Context: an optimization exercise on an open-source flow, tuned for small area and a short achievable clock period. The choices shown serve that exercise and are no tape-out recipe.
No run shown here included a check of the RTL's function; only the layout flow was run.
Power is estimated from default activity; no workload was simulated.

==> flow/design.v, too long to show whole: its modules and the start of the top module <==
// module fa: 10 lines
// module ha: 9 lines
// module benc: 16 lines
// module benc0: 16 lines
// module bpp: 10 lines
// module mac32: 629 lines
// module alu: 67 lines
// module alu_top: 32 lines
module alu_top(
    input                 clk,
    input        [31 : 0] A,
    input        [31 : 0] B,
    input        [3  : 0] aluop,
    output logic [31 : 0] alures,
    output logic          ZF,
    output logic          OF
);
  // ...
==> flow/flow/run.sh <==
#!/bin/bash
# The standard layout (the standard.sh, standard synthesis unchanged), with the
# timing repair after CTS and global routing aiming for a larger setup margin on the
# worst path only.
set -euo pipefail
bash standard.sh SETUP_SLACK_MARGIN=9 TNS_END_PERCENT=0 finish > flow.log 2>&1
==> flow/standard.sh <==
#!/bin/bash
# synth_recipe.tcl (not shown) runs the flow's synth.tcl, then flattens the netlist and writes it again
# the make line also repeats each setting of config.mk as NAME=value (left out here)
make -C /OpenROAD-flow-scripts/flow DESIGN_CONFIG=/design/flow/config.mk WORK_HOME=/design/flow/orfs CLKGATE_MAP_FILE= SYNTH_SCRIPT=/design/flow/synth_recipe.tcl "${@:-finish}"
==> flow/config.mk <==
export PLATFORM = sky130hd
export DESIGN_NAME = alu_top
export DESIGN_NICKNAME = alu_top
export VERILOG_FILES = /design/flow/design.v
export SDC_FILE = /design/flow/constraint.sdc
export NUM_CORES = 4
export LEC_CHECK = 0
export CAP_MARGIN = 20
export CORE_MARGIN = 2
export CORE_UTILIZATION = 40
export SLEW_MARGIN = 20
export SYNTH_HIERARCHICAL = 1
==> flow/constraint.sdc <==
create_clock -name core_clock -period 15.0 [get_ports {clk}]
set_input_delay 3.0000 -clock core_clock [delete_from_list [all_inputs] [get_ports {clk}]]
set_output_delay 3.0000 -clock core_clock [all_outputs]
set_load 0.01 [all_outputs]
==> reports/qor.yml, run 1 <==
run_status:
  status: "no timing/DRC/antenna violations"
final_layout:
  ff_latch_area_um2: 2060
  fillers: 4604
  final_common_cell: "xnor2_1"
synthesis:
  synth_compound_area_share_pct: 29.6
  synthCells: 2098
  synth_fa_ha_area_share_pct: 29.6
global_routing:
  grt_antenna_before_repair: 1
  grt_pass1_wl_um: 123000
clock_network:
  clock_latency_ps: 390
  clock_path_buffers: 2
  cts_setup_buffers: 68
  cts_buffers: 9
  hold_buffers: 0
  clk_pin_slew_ps: 70
  cts_resized: 223
routing:
  top_layer: "met4"
  drc: 0
sta:
  slew_headroom_pct: 41.6
setup_path:
  path_buf_inv: 11
  crit_path_end: "alures[0]"
  crit_type: "register to register"
pwr:
  p_seq_mw: 0.386
  seqPwrFrac_pct: 7.5
  p_comb_mw: 4.53
place:
  io_buffers: 102
==> module benc, before the edit <==
module benc(
    input  m,
    input  s,
    input  b2,
    input  b1,
    input  b0,
    input  d1,
    input  d2,
    output one,
    output two,
    output neg
);
    assign one = m ? (b1 ^ b0) : (s & d1);
    assign two = m ? ((b2 & ~b1 & ~b0) | (~b2 & b1 & b0)) : (s & d2);
    assign neg = m & b2;
endmodule
==> module benc0, before the edit <==
module benc0(
    input  m,
    input  s,
    input  b2,
    input  b1,
    input  d1,
    input  d2,
    input  c1,
    output one,
    output two,
    output neg
);
    assign one = m ? b1 : (s ? d1 : c1);
    assign two = m ? (b2 & ~b1) : (s & d2);
    assign neg = m & b2;
endmodule
==> module alu, before the edit <==
module alu(
    input        [31 : 0] A,
    input        [31 : 0] B,
    input        [3  : 0] aluop,
    output logic [31 : 0] alures,
    output logic          ZF,
    output logic          OF
);
    logic m, addm, shm, rv, sub, lgm;
    assign m    = aluop[3] & ~aluop[2] & ~aluop[1];
    assign addm = aluop[3] & (aluop[2] | aluop[1]);
    assign shm  = ~aluop[3] & aluop[2] & (aluop[1] | aluop[0]);
    assign rv   = ~aluop[3] & aluop[2] & aluop[1];
    assign lgm  = ~aluop[3] & ~(aluop[2] & (aluop[1] | aluop[0]));
    assign sub  = aluop[2];
    logic [15 : 0] d1, d2;
    genvar i;
    generate for (i = 0; i < 16; i++) begin : g_dig
        assign d1[i] = (B[4:1] == i) & ~B[0];
        assign d2[i] = (B[4:1] == i) & B[0];
    end endgenerate
    logic [3 : 0]  tt;
    logic [31 : 0] lres;
    always_comb begin
        case (aluop[2:0])
            3'b000:  tt = 4'b1000;
            3'b001:  tt = 4'b1110;
            3'b010:  tt = 4'b0110;
            3'b011:  tt = 4'b0111;
            default: tt = 4'b0011;
        endcase
    end
    generate for (i = 0; i < 32; i++) begin : g_log
        assign lres[i] = A[i] ? (B[i] ? tt[3] : tt[2]) : (B[i] ? tt[1] : tt[0]);
    end endgenerate
    logic [31 : 0] rev_a, ma, r;
    generate for (i = 0; i < 32; i++) begin : g_rev
        assign rev_a[i] = A[31 - i];
    end endgenerate
    assign ma = rv ? rev_a : A;
    assign r  = ({32{addm}} & (B ^ {32{sub}})) | ({32{lgm}} & lres);
    logic [31 : 0] x, y, S;
    mac32 U_mac(.a(ma), .b(B), .m(m), .s(shm), .d1(d1), .d2(d2), .c1(addm), .r(r),
                .cin(addm & sub), .x(x), .y(y));
    assign S = x + y;
    logic [31 : 0] px, ox;
    logic          zS;
    assign px = x ^ y;
    assign ox = x | y;
    assign zS = ~px[0] & ((px[31 : 1] ^ ox[30 : 0]) == 31'b0);
    logic bx31, lt, lts;
    assign bx31 = B[31] ^ sub;
    assign lt   = (A[31] ^ B[31]) ? (aluop[0] ? B[31] : A[31]) : S[31];
    assign lts  = aluop[3] & aluop[2] & aluop[1];           
    logic          sfill;
    logic [31 : 0] fmask;
    assign sfill = rv & aluop[0] & A[31];
    assign fmask = {32{sfill}} & ~(32'hffffffff >> B[4:0]);
    generate for (i = 0; i < 32; i++) begin : g_res
        if (i == 0)
            assign alures[i] = lts ? lt : (rv ? S[31 - i] | fmask[i] : S[i]);
        else
            assign alures[i] = ~lts & (rv ? S[31 - i] | fmask[i] : S[i]);
    end endgenerate
    assign ZF = lts ? ~lt : (zS & ~sfill);
    assign OF = ((aluop == 4'b1010) | (aluop == 4'b1100)) & (A[31] == bx31) & (S[31] != A[31]);
endmodule
==> inputs of run 2 (changes only) <==
--- a/flow/design.v
+++ b/flow/design.v
@@ -21,4 +21,3 @@
 module benc(
-    input  m,
-    input  s,
+    input  [3 : 0] op,
     input  b2,
@@ -32,2 +31,4 @@
 );
+    wire m = op[3] & ~op[2] & ~op[1];
+    wire s = ~op[3] & op[2] & (op[1] | op[0]);
     assign one = m ? (b1 ^ b0) : (s & d1);
@@ -37,4 +38,3 @@
 module benc0(
-    input  m,
-    input  s,
+    input  [3 : 0] op,
     input  b2,
@@ -43,3 +43,2 @@
     input  d2,
-    input  c1,
     output one,
@@ -48,3 +47,6 @@
 );
-    assign one = m ? b1 : (s ? d1 : c1);
+    wire m = op[3] & ~op[2] & ~op[1];
+    wire s = ~op[3] & op[2] & (op[1] | op[0]);
+    wire c = op[3] & (op[2] | op[1]);
+    assign one = m ? b1 : (s ? d1 : c);
     assign two = m ? (b2 & ~b1) : (s & d2);
@@ -65,7 +67,5 @@
     input  [31 : 0] b,
-    input           m,
-    input           s,
+    input  [3 : 0]  op,
     input  [15 : 0] d1,
     input  [15 : 0] d2,
-    input           c1,
     input  [31 : 0] r,
@@ -127,3 +127,3 @@
     wire c801, s802;
-    benc0 E0(.m(m), .s(s), .b2(b[1]), .b1(b[0]), .d1(d1[0]), .d2(d2[0]), .c1(c1), .one(one[0]), .two(two[0]), .neg(neg[0]));
+    benc0 E0(.op(op), .b2(b[1]), .b1(b[0]), .d1(d1[0]), .d2(d2[0]), .one(one[0]), .two(two[0]), .neg(neg[0]));
     bpp P0_0(.one(one[0]), .two(two[0]), .neg(neg[0]), .a1(a[0]), .a0(1'b0), .pp(pp1));
@@ -160,3 +160,3 @@
     bpp P0_31(.one(one[0]), .two(two[0]), .neg(neg[0]), .a1(a[31]), .a0(a[30]), .pp(pp32));
-    benc E1(.m(m), .s(s), .b2(b[3]), .b1(b[2]), .b0(b[1]), .d1(d1[1]), .d2(d2[1]), .one(one[1]), .two(two[1]), .neg(neg[1]));
+    benc E1(.op(op), .b2(b[3]), .b1(b[2]), .b0(b[1]), .d1(d1[1]), .d2(d2[1]), .one(one[1]), .two(two[1]), .neg(neg[1]));
     bpp P1_0(.one(one[1]), .two(two[1]), .neg(neg[1]), .a1(a[0]), .a0(1'b0), .pp(pp33));
@@ -191,3 +191,3 @@
     bpp P1_29(.one(one[1]), .two(two[1]), .neg(neg[1]), .a1(a[29]), .a0(a[28]), .pp(pp62));
-    benc E2(.m(m), .s(s), .b2(b[5]), .b1(b[4]), .b0(b[3]), .d1(d1[2]), .d2(d2[2]), .one(one[2]), .two(two[2]), .neg(neg[2]));
+    benc E2(.op(op), .b2(b[5]), .b1(b[4]), .b0(b[3]), .d1(d1[2]), .d2(d2[2]), .one(one[2]), .two(two[2]), .neg(neg[2]));
     bpp P2_0(.one(one[2]), .two(two[2]), .neg(neg[2]), .a1(a[0]), .a0(1'b0), .pp(pp63));
@@ -220,3 +220,3 @@
     bpp P2_27(.one(one[2]), .two(two[2]), .neg(neg[2]), .a1(a[27]), .a0(a[26]), .pp(pp90));
-    benc E3(.m(m), .s(s), .b2(b[7]), .b1(b[6]), .b0(b[5]), .d1(d1[3]), .d2(d2[3]), .one(one[3]), .two(two[3]), .neg(neg[3]));
+    benc E3(.op(op), .b2(b[7]), .b1(b[6]), .b0(b[5]), .d1(d1[3]), .d2(d2[3]), .one(one[3]), .two(two[3]), .neg(neg[3]));
     bpp P3_0(.one(one[3]), .two(two[3]), .neg(neg[3]), .a1(a[0]), .a0(1'b0), .pp(pp91));
@@ -247,3 +247,3 @@
     bpp P3_25(.one(one[3]), .two(two[3]), .neg(neg[3]), .a1(a[25]), .a0(a[24]), .pp(pp116));
-    benc E4(.m(m), .s(s), .b2(b[9]), .b1(b[8]), .b0(b[7]), .d1(d1[4]), .d2(d2[4]), .one(one[4]), .two(two[4]), .neg(neg[4]));
+    benc E4(.op(op), .b2(b[9]), .b1(b[8]), .b0(b[7]), .d1(d1[4]), .d2(d2[4]), .one(one[4]), .two(two[4]), .neg(neg[4]));
     bpp P4_0(.one(one[4]), .two(two[4]), .neg(neg[4]), .a1(a[0]), .a0(1'b0), .pp(pp117));
@@ -272,3 +272,3 @@
     bpp P4_23(.one(one[4]), .two(two[4]), .neg(neg[4]), .a1(a[23]), .a0(a[22]), .pp(pp140));
-    benc E5(.m(m), .s(s), .b2(b[11]), .b1(b[10]), .b0(b[9]), .d1(d1[5]), .d2(d2[5]), .one(one[5]), .two(two[5]), .neg(neg[5]));
+    benc E5(.op(op), .b2(b[11]), .b1(b[10]), .b0(b[9]), .d1(d1[5]), .d2(d2[5]), .one(one[5]), .two(two[5]), .neg(neg[5]));
     bpp P5_0(.one(one[5]), .two(two[5]), .neg(neg[5]), .a1(a[0]), .a0(1'b0), .pp(pp141));
@@ -295,3 +295,3 @@
     bpp P5_21(.one(one[5]), .two(two[5]), .neg(neg[5]), .a1(a[21]), .a0(a[20]), .pp(pp162));
-    benc E6(.m(m), .s(s), .b2(b[13]), .b1(b[12]), .b0(b[11]), .d1(d1[6]), .d2(d2[6]), .one(one[6]), .two(two[6]), .neg(neg[6]));
+    benc E6(.op(op), .b2(b[13]), .b1(b[12]), .b0(b[11]), .d1(d1[6]), .d2(d2[6]), .one(one[6]), .two(two[6]), .neg(neg[6]));
     bpp P6_0(.one(one[6]), .two(two[6]), .neg(neg[6]), .a1(a[0]), .a0(1'b0), .pp(pp163));
@@ -316,3 +316,3 @@
     bpp P6_19(.one(one[6]), .two(two[6]), .neg(neg[6]), .a1(a[19]), .a0(a[18]), .pp(pp182));
-    benc E7(.m(m), .s(s), .b2(b[15]), .b1(b[14]), .b0(b[13]), .d1(d1[7]), .d2(d2[7]), .one(one[7]), .two(two[7]), .neg(neg[7]));
+    benc E7(.op(op), .b2(b[15]), .b1(b[14]), .b0(b[13]), .d1(d1[7]), .d2(d2[7]), .one(one[7]), .two(two[7]), .neg(neg[7]));
     bpp P7_0(.one(one[7]), .two(two[7]), .neg(neg[7]), .a1(a[0]), .a0(1'b0), .pp(pp183));
@@ -335,3 +335,3 @@
     bpp P7_17(.one(one[7]), .two(two[7]), .neg(neg[7]), .a1(a[17]), .a0(a[16]), .pp(pp200));
-    benc E8(.m(m), .s(s), .b2(b[17]), .b1(b[16]), .b0(b[15]), .d1(d1[8]), .d2(d2[8]), .one(one[8]), .two(two[8]), .neg(neg[8]));
+    benc E8(.op(op), .b2(b[17]), .b1(b[16]), .b0(b[15]), .d1(d1[8]), .d2(d2[8]), .one(one[8]), .two(two[8]), .neg(neg[8]));
     bpp P8_0(.one(one[8]), .two(two[8]), .neg(neg[8]), .a1(a[0]), .a0(1'b0), .pp(pp201));
@@ -352,3 +352,3 @@
     bpp P8_15(.one(one[8]), .two(two[8]), .neg(neg[8]), .a1(a[15]), .a0(a[14]), .pp(pp216));
-    benc E9(.m(m), .s(s), .b2(b[19]), .b1(b[18]), .b0(b[17]), .d1(d1[9]), .d2(d2[9]), .one(one[9]), .two(two[9]), .neg(neg[9]));
+    benc E9(.op(op), .b2(b[19]), .b1(b[18]), .b0(b[17]), .d1(d1[9]), .d2(d2[9]), .one(one[9]), .two(two[9]), .neg(neg[9]));
     bpp P9_0(.one(one[9]), .two(two[9]), .neg(neg[9]), .a1(a[0]), .a0(1'b0), .pp(pp217));
@@ -367,3 +367,3 @@
     bpp P9_13(.one(one[9]), .two(two[9]), .neg(neg[9]), .a1(a[13]), .a0(a[12]), .pp(pp230));
-    benc E10(.m(m), .s(s), .b2(b[21]), .b1(b[20]), .b0(b[19]), .d1(d1[10]), .d2(d2[10]), .one(one[10]), .two(two[10]), .neg(neg[10]));
+    benc E10(.op(op), .b2(b[21]), .b1(b[20]), .b0(b[19]), .d1(d1[10]), .d2(d2[10]), .one(one[10]), .two(two[10]), .neg(neg[10]));
     bpp P10_0(.one(one[10]), .two(two[10]), .neg(neg[10]), .a1(a[0]), .a0(1'b0), .pp(pp231));
@@ -380,3 +380,3 @@
     bpp P10_11(.one(one[10]), .two(two[10]), .neg(neg[10]), .a1(a[11]), .a0(a[10]), .pp(pp242));
-    benc E11(.m(m), .s(s), .b2(b[23]), .b1(b[22]), .b0(b[21]), .d1(d1[11]), .d2(d2[11]), .one(one[11]), .two(two[11]), .neg(neg[11]));
+    benc E11(.op(op), .b2(b[23]), .b1(b[22]), .b0(b[21]), .d1(d1[11]), .d2(d2[11]), .one(one[11]), .two(two[11]), .neg(neg[11]));
     bpp P11_0(.one(one[11]), .two(two[11]), .neg(neg[11]), .a1(a[0]), .a0(1'b0), .pp(pp243));
@@ -391,3 +391,3 @@
     bpp P11_9(.one(one[11]), .two(two[11]), .neg(neg[11]), .a1(a[9]), .a0(a[8]), .pp(pp252));
-    benc E12(.m(m), .s(s), .b2(b[25]), .b1(b[24]), .b0(b[23]), .d1(d1[12]), .d2(d2[12]), .one(one[12]), .two(two[12]), .neg(neg[12]));
+    benc E12(.op(op), .b2(b[25]), .b1(b[24]), .b0(b[23]), .d1(d1[12]), .d2(d2[12]), .one(one[12]), .two(two[12]), .neg(neg[12]));
     bpp P12_0(.one(one[12]), .two(two[12]), .neg(neg[12]), .a1(a[0]), .a0(1'b0), .pp(pp253));
@@ -400,3 +400,3 @@
     bpp P12_7(.one(one[12]), .two(two[12]), .neg(neg[12]), .a1(a[7]), .a0(a[6]), .pp(pp260));
-    benc E13(.m(m), .s(s), .b2(b[27]), .b1(b[26]), .b0(b[25]), .d1(d1[13]), .d2(d2[13]), .one(one[13]), .two(two[13]), .neg(neg[13]));
+    benc E13(.op(op), .b2(b[27]), .b1(b[26]), .b0(b[25]), .d1(d1[13]), .d2(d2[13]), .one(one[13]), .two(two[13]), .neg(neg[13]));
     bpp P13_0(.one(one[13]), .two(two[13]), .neg(neg[13]), .a1(a[0]), .a0(1'b0), .pp(pp261));
@@ -407,3 +407,3 @@
     bpp P13_5(.one(one[13]), .two(two[13]), .neg(neg[13]), .a1(a[5]), .a0(a[4]), .pp(pp266));
-    benc E14(.m(m), .s(s), .b2(b[29]), .b1(b[28]), .b0(b[27]), .d1(d1[14]), .d2(d2[14]), .one(one[14]), .two(two[14]), .neg(neg[14]));
+    benc E14(.op(op), .b2(b[29]), .b1(b[28]), .b0(b[27]), .d1(d1[14]), .d2(d2[14]), .one(one[14]), .two(two[14]), .neg(neg[14]));
     bpp P14_0(.one(one[14]), .two(two[14]), .neg(neg[14]), .a1(a[0]), .a0(1'b0), .pp(pp267));
@@ -412,3 +412,3 @@
     bpp P14_3(.one(one[14]), .two(two[14]), .neg(neg[14]), .a1(a[3]), .a0(a[2]), .pp(pp270));
-    benc E15(.m(m), .s(s), .b2(b[31]), .b1(b[30]), .b0(b[29]), .d1(d1[15]), .d2(d2[15]), .one(one[15]), .two(two[15]), .neg(neg[15]));
+    benc E15(.op(op), .b2(b[31]), .b1(b[30]), .b0(b[29]), .d1(d1[15]), .d2(d2[15]), .one(one[15]), .two(two[15]), .neg(neg[15]));
     bpp P15_0(.one(one[15]), .two(two[15]), .neg(neg[15]), .a1(a[0]), .a0(1'b0), .pp(pp271));
@@ -700,6 +700,4 @@
 );
-    logic m, addm, shm, rv, sub, lgm;
-    assign m    = aluop[3] & ~aluop[2] & ~aluop[1];
+    logic addm, rv, sub, lgm;
     assign addm = aluop[3] & (aluop[2] | aluop[1]);
-    assign shm  = ~aluop[3] & aluop[2] & (aluop[1] | aluop[0]);
     assign rv   = ~aluop[3] & aluop[2] & aluop[1];
@@ -734,4 +732,4 @@
     logic [31 : 0] x, y, S;
-    mac32 U_mac(.a(ma), .b(B), .m(m), .s(shm), .d1(d1), .d2(d2), .c1(addm), .r(r),
-                .cin(addm & sub), .x(x), .y(y));
+    mac32 U_mac(.a(ma), .b(B), .op(aluop), .d1(d1), .d2(d2), .r(r), .cin(addm & sub),
+                .x(x), .y(y));
     assign S = x + y;
==> reports/qor.yml, run 2 <==
routing:
  wire_per_inst_um: 33.8
  drtIter0Drc: 2831
  routed_wl_um: 106000
  vias: 21000
  ant_nets: 0
  drc: 0  # unchanged
  routed_via_density: 6.69
  firstDrtPassIters: 7
synthesis:
  synth-simple-area-share_pct: 11.2
  synth_ff_type: "dfxtp_1"
  syn-cell-area_um2: 20800
  yosys-top-cells-area: "fa_1 23%, a22oi_2 16%, xnor2_1 13%"
  synth_mux_area_share_pct: 0.144
  synth_edf_count: 0
  synthCells: 2163  # +3.1%
  synthTopCellsByCount: "315 x xnor2_1, 272 x a22oi_2, 242 x fa_1"
  async_flop_share_pct: 0
  ys_warn_count: 8
  synth_compound_area_share_pct: 30.3  # +0.74 points
  ys_ff_latch: 102
  synth_most_common_cell: "xnor2_1"
  synth_top_family_by_area: "compound AO/OA/AOI/OAI gates"
  ys_types: 74
  synth_area_per_cell_um2: 9.61
  synth-xor-area-share_pct: 14.4
  synth_fa_ha_area_share_pct: 28.9  # -0.74 points
  yosysSeqAreaShare_pct: 9.82
  synth_area_leader_cell: "fa_1"
  synth_top_area_share_pct: 23.3
sta:
  finalCritPeriodShare_pct: 44.6
  hold_viol: 0
  clock-skew-final_ps: 19.1
  rsz0062_at_grt: "yes"
  fmax_ghz: 0.150
  holdWs_ps: 724
  setup_viol: 0
  slew_headroom_pct: 34.2  # -7.4 points
  fin_crit_ps: 6680
  final_max_slew_viol_count: 0
  timing.setup.tns_ps: 0
  tightest_slew_ps: 983
  worst_slack_ps: 8320
setup_path:
  crit_path_end: "OF"
  crit_type: "register to register"
  rrSetupSlack_ps: 8320
  cp-end-kind: "register"
  rr_startpoint: "aluop_r[1]"
  regToRegEndpoint: "OF"
  cp_max_fo: 7
  startpoint_type: "register"
  reg2reg_depth: 25
  critical_path_required_ps: 15260
  startpoint: "aluop_r[1]"
  arrival_ps: 6950
die:
  die_x_um: 232
  num_io_pins: 103
  dieArea_um2: 53800
  core.rowCount: 83
  core-area_um2: 51300
  die_height_um: 232
  initial_utilization_pct: 40.5
global_routing:
  grt_pass1_vias: 21000
  grt_overflow: 0
  grt_usage_pct: 38.7
  grt_antenna_before_repair: 1  # unchanged
  grt_pass1_wl_um: 149000  # +22%
  grt_max_degree: 49
place:
  dp_hpwl_um: 58500
  io_buffers: 102  # unchanged
  pre_cts_ws_ps: 7100
  dpl_cell_area_um2: 22600
  gp_congestion: 0.956
final_layout:
  top_regs: "A_r (32), B_r (32), alures (32)"
  syn_to_final_growth_pct: 31.8
  layout-drive-gt1-share_pct: 35.6
  final_util_pct: 53.4
  final_cell_mix: "301 x xnor2_1, 272 x a22oi_2, 204 x buf_4"
  fin_area_um2: 27400
  final_common_cell: "xnor2_1"
  n_antenna_cell: 0
  final_nets: 2858
clock_network:
  ctsHtreeMaxLevel: 3
  cts_buffers: 9  # unchanged
  cts_tree: "built"
  hold_buffers: 0  # unchanged
  cts_sinks: 102
  clock_latency_ps: 390  # about the same
  root_buffer: "clkbuf_16"
  clock_path_buffers: 2  # unchanged
  clk_pin_slew_ps: 70  # about the same
pwr:
  p_clk_share_pct: 5.1
  irDropWorstVdd_mv: 0.246
  cell_internal_pwr_mw: 2.49
  leakagePower_nw: 10.5
  switching_share_pct: 53.0
  p_switching_mw: 2.80
  power.density_nw_per_um2: 193
  seqPwrFrac_pct: 7.4  # about the same
  power_frac_comb_pct: 87.5
min_path:
  hold_start: "aluop_r[3]"
  hp-class: "register to register"
run_status:
  status: "no timing/DRC/antenna violations"
flow_run:
  max_cap_viol_count: 0
## run 2: cell count changes after synthesis, moves of 12 or more
| cell | before | now |
|---|---|---|
| a22o_1 | 1 | 15 |
| mux2i_1 | 17 | 3 |
| nand3b_1 | 18 | 6 |
| o311ai_2 | 15 | 0 |
| nor3b_2 | 0 | 30 |
| nand4b_1 | 15 | 0 |
| nand2b_1 | 6 | 21 |
| a22o_2 | 0 | 15 |
| nand2_1 | 181 | 164 |
| o22ai_1 | 20 | 34 |
## run 2: worst max-delay path, cell delays in order (launching register included)
cell and delay (ps):
dfxtp_4 480, buf_16 170, nor2_4 40, nor3b_4 250
buf_4 170, a22o_4 250, buf_12 140, buf_6 100
a22oi_2 80, xnor2_2 150, fa_2 410, fa_1 590
fa_1 460, fa_2 360, fa_1 490, fa_2 590
inv_2 60, ha_4 280, nand2_1 60, o21ai_2 120
nand4_1 130, a21oi_2 260, inv_1 100, a41o_1 280
o22a_1 210, or3_1 310
## run 2: power by group through the flow
stage | clock network (mW) | registers [mW] | logic [mW]
after global routing | 0.279 | 0.396 | 4.92
after floorplan | 0 | 0.407 | 2.99
after CTS | 0.270 | 0.388 | 4.34
after global placement | 0 | 0.394 | 3.89
after detailed placement | 0 | 0.395 | 3.91
final | 0.270 | 0.391 | 4.63
## run 2: kinds of logic after synthesis
| kind of cell | after synthesis |
|---|---|
| compound gates | 710 |
| xor+xnor | 342 |
| fa+ha+maj | 335 |
| buf+inv | 223 |
| flops | 102 |
| mux | 3 |
| other cells | 1 |
| simple gates | 447 |
## run 2: Yosys stat by module, one instance, submodules excluded
module / cells / flip-flops and latches
ha: 1 / 0
benc0: 8 / 0
benc: 10 / 0
fa: 1 / 0
alu_top: 102 / 102
alu: 1021 / 0
mac32: 66 / 0
bpp: 2 / 0
## run 2: through the flow
stage	cells	total power [mW]
after CTS	3087	5.00
after floorplan	2178	3.40
final	3139	5.29
after global placement	2839	4.28
after detailed placement	2839	4.31
after global routing	3139	5.60
## run 2: repair_timing
item	in CTS	in global routing
cloned	41	5
setup buffers	191	47
pin swaps	69	41
endpoints found under the setup margin	34	34
resized for setup	251	49
## run 2: worst min-delay path by stage
stage | end | slack [ps] | cells past startpoint
6_report | alures[27] | 720 | 2
5_1_grt | alures[27] | 750 | 2
4_1_cts | alures[10] | 710 | 2
3_5_place_dp | alures[10] | 570 | 1
3_3_place_gp | alures[27] | 560 | 1
2_1_floorplan | alures[24] | 590 | 2
## run 2: cell type report
| cell class | count | area [µm²] |
|---|---|---|
| Multi-Input combinational cell | 1880 | 19600 |
| Clock inverter | 5 | 82.6 |
| Inverter | 78 | 295 |
| Timing Repair Buffer | 383 | 4220 |
| Fill cell | 4559 | 23900 |
| Sequential cell | 102 | 2080 |
| Clock buffer | 11 | 243 |
| Tap cell | 680 | 851 |
## run 2: layer usage
metal  global-route usage (%)  vias to the layer above  wire length (µm)
li1                         -                     8375                 -
met1                     44.9                    10300             37000
met2                     57.9                     1738             43700
met3                     14.6                      623             14400
met4                     28.3                        0             11000
met5                     2.39                        -                 0

==> afterwards: timing with drivers on the ports <==
No port has a modelled driver above. Below, the same layouts with a new extraction and two added sets of constraints. Step 1 (the two cells are an assumption about what drives the block):
set clk [get_ports {clk}]
set_driving_cell -lib_cell sky130_fd_sc_hd__clkbuf_16 $clk
set_driving_cell -lib_cell sky130_fd_sc_hd__buf_2 [delete_from_list [all_inputs] $clk]
Step 2 adds t to the input delays and takes it off the output delays; t is the mean of the earliest and latest rising clock arrival at the registers after step 1. Input paths then give back, and output paths get back, about the clock's delay inside the block. Slacks: ideal ports / drivers / drivers and shift; pairs: ideal ports / drivers.
run | shift t [ns] | setup WS [ns] | clock arrival spread, ns | slew at the worst register clock pin (ns)
run 1 | 0.433 | 7.825 / 7.825 / 7.825 | 0.019 / 0.019 | 0.08 / 0.08
run 2 | 0.440 | 8.317 / 8.317 / 8.317 | 0.021 / 0.021 | 0.08 / 0.08
After both steps every run listed still meets setup and hold.
